This design comes from an exercise in tuning for small area, a short achievable clock period and few clock cycles on the open sky130 flow, not from production work. The RTL was checked by simulation tests, not by an equivalence proof against the original design.

## mac
module mac #(
    parameter int DATA_WIDTH    = 32,
    parameter int ADDR_LINES    = 5
) (
    input  logic                        clk_i,
    input  logic                        rstn_i,
    input  logic [DATA_WIDTH-1:0]       signal_i,
    input  logic                        wr_en_i,
    input  logic                        last_i,
    input  logic [ADDR_LINES-1:0]       terms_i,
    output logic                        full_o,
    output logic                        empty_o,
    output logic                        idle_o,
    output logic [DATA_WIDTH-1:0]       result_o,
    output logic                        done_o
);
    localparam int D  = 8;               
    localparam int SW = 3;               
    logic [1023:0] st;       
    logic [5:0]    count;
    logic          run;      
    logic          zrun;     
    logic [2:0]    g;        
    wire           busy = run | zrun;
    wire           wr   = wr_en_i & ~busy & ~count[5];
    always_ff @(posedge clk_i)
        for (int b = 0; b < 4; b++)
            if ((wr && count[4:3] == 2'(b)) || (run && (g == 3'(b) || (pr != 3'd0 && nl[4:3] == 2'(b))))) begin
                st[b*256 +: 224]     <= st[b*256+32 +: 224];
                st[b*256+224 +: 32]  <= run ? st[b*256 +: 32] : signal_i;
            end
    assign idle_o  = ~wr_en_i;
    logic [4:0]    nl;       
    wire  [4:0]    tq = terms_i;
    logic [SW-1:0] s;        
    logic [4:0]    it;       
    logic [SW-1:0] s0;       
    logic [SW-1:0] pr;       
    wire           lastg = (g == {1'b0, nl[4:3]});
  ...
Size in the first run: roughly 1,700 flip-flops, about 77 I/O pins.
Settings: LEC_CHECK=0, CAP_MARGIN=20, CORE_MARGIN=2, CORE_UTILIZATION=65, CTS_CLUSTER_DIAMETER=80, CTS_CLUSTER_SIZE=24, SETUP_SLACK_MARGIN=3.25, SLEW_MARGIN=20; clock period 6.0 ns.
run.sh (not shown) runs the stock make flow with config.mk's settings and CLKGATE_MAP_FILE= SYNTH_SCRIPT=/design/flow/synth_recipe.tcl, a recipe that flattens the netlist after the stock synthesis.
Testbench counts at the start, summed over its fixed seeds: cycles 14,498.
Change:
CORE_UTILIZATION = 67   (was 65)
CTS_CLUSTER_DIAMETER = 100   (was 80)
CTS_CLUSTER_SIZE = 22   (was 24)
SETUP_SLACK_MARGIN = 3.2   (was 3.25)
- The changed run passed the timing, design-rule and antenna checks
- register-to-register slack degrades by 0.02 ns
- synthesized area stays the same
- first-iteration DRC count increases by 2.2%
- routed wire length came out higher by 0.35%
- global-route usage climbs by 1.0 points
- critical path depth is unchanged
- maximum frequency went down by 0.68%
- synthesized cell count is unchanged
- final cell count goes down by 1.0%
- die area went down by 2.9%
- non-clock buffer count fell by 43

* * *

Setup of run 1:
mac again, from the RTL that the note above started with.
==> flow/design.v (excerpt) <==
module mac #(
    parameter int DATA_WIDTH    = 32,
    parameter int ADDR_LINES    = 5
) (
    input  logic                        clk_i,
    input  logic                        rstn_i,
    input  logic [DATA_WIDTH-1:0]       signal_i,
    input  logic                        wr_en_i,
    input  logic                        last_i,
    input  logic [ADDR_LINES-1:0]       terms_i,
    output logic                        full_o,
    output logic                        empty_o,
    output logic                        idle_o,
    output logic [DATA_WIDTH-1:0]       result_o,
    output logic                        done_o
);
Settings: LEC_CHECK=0, CAP_MARGIN=20, CORE_MARGIN=2, CORE_UTILIZATION=65, CTS_CLUSTER_DIAMETER=100, CTS_CLUSTER_SIZE=24, SETUP_SLACK_MARGIN=3.3, SLEW_MARGIN=20; clock period 6.0 ns.
Testbench counts of run 1, summed over its fixed seeds: cycles 14,498.
> inputs changed (run 1 -> run 2)
Settings: a change of SETUP_SLACK_MARGIN from 3.3 to 3.1; an added ABC_AREA of 1.
==> comparison <==
Run 2 did not stop at any stage, and its layout met the timing, design-rule and antenna checks.
Against run 1, run 2 comes in about 5% lower on maximum frequency.
Taking run 1 as the reference, in run 2 layout-stage area growth over the synthesis result now smaller; die area lower.
Modified inputs, run 3 compared to run 2
Settings: clearing ABC_AREA, which used to be 1; swapping 65 for 60 in CORE_UTILIZATION; clearing CTS_CLUSTER_DIAMETER, which used to be 100; clearing CTS_CLUSTER_SIZE, which used to be 24.
==> comparison <==
- Run 3 gives less worst max-slew margin expressed relative to the limit than run 2 did.
- On count of cells along the worst register-to-register path, the higher figure sits with run 2, not run 3.
- Taking run 2 as the reference, in run 3 shortest period the worst path allows decreased 0.15 ns; synthesized cell count went down by 3.6%.
- Sort run 2 and run 3 by transition time at the pin with the least slew margin asc -> top: run 2
- Lower final setup slack of the worst path among run 2 and run 3: run 2
- Against run 2, run 3 reports a number of well-tap cells placed that is higher.
- Sequential cell area share down 3.2 points in run 3 wrt run 2
- Total detailed-routing wirelength was higher in the run labelled run 2.
For run 4, these inputs were changed with respect to run 3:
Settings: CTS_CLUSTER_DIAMETER now 80, previously not set; CORE_UTILIZATION now 65, was 60; SETUP_SLACK_MARGIN now 3.2, was 3.1; CTS_CLUSTER_SIZE now 24, previously not set.
## What came out
- Having completed the whole flow, run 4 delivered a layout that passed the timing, design-rule and antenna checks.
- Compared with run 3, run 4 improves setup slack.
- Compared with run 3, run 4 instantiates a smaller number of standard cells.
- Run 4: pin count of the biggest net entering global routing is 6 higher than what run 3 reported.
- Taking run 4 over run 3, the layout filler cell count ratio works out to 0.856.
- Clock-buffer cell count down about 40% in run 4 wrt run 3
- Run 4 vs run 3: headroom to the max-slew limit up
- The higher wire length of run 4 and run 3 is in run 4.

separate check: timing with driven ports:
The flow's constraints put no driver on any port. The routed layouts listed below were extracted and timed again, unchanged, in two steps.
Step 1: set_driving_cell puts a clkbuf_16 on clk_i and a buf_2 on each other input, an assumption about the parent block.
Step 2 also shifts input and output timing later by t, the mid clock arrival at the registers, as if the neighbouring blocks saw the same clock.
Three values: ideal, step 1, step 2; two values: the first two.
run | t, ns | setup WS [ns] | latest minus earliest clock arrival (ns) | worst slew at a driven data input, ns | cell pins on the clock port's net
the first run of note 1 | 0.796 | 3.165 / 3.165 / 2.513 | 0.041 / 0.041 | 0.11 | 1
the second run of note 1 | 0.775 | 3.146 / 3.146 / 2.458 | 0.047 / 0.048 | 0.18 | 1
run 1 | 0.783 | 3.140 / 3.140 / 2.546 | 0.063 / 0.063 | 0.11 | 1
run 2 | 0.785 | 2.991 / 2.991 / 2.529 | 0.068 / 0.068 | 0.11 | 1
run 3 | 0.877 | 3.137 / 3.062 / 2.185 | 0.060 / 0.060 | 0.24 | 1
run 4 | 0.801 | 3.169 / 3.169 / 2.418 | 0.042 / 0.042 | 0.11 | 1
After both steps every run listed still meets setup and hold. The setup slack of run 3, which loses most, moves by -0.075 ns with the drivers and by -0.952 ns with both steps.
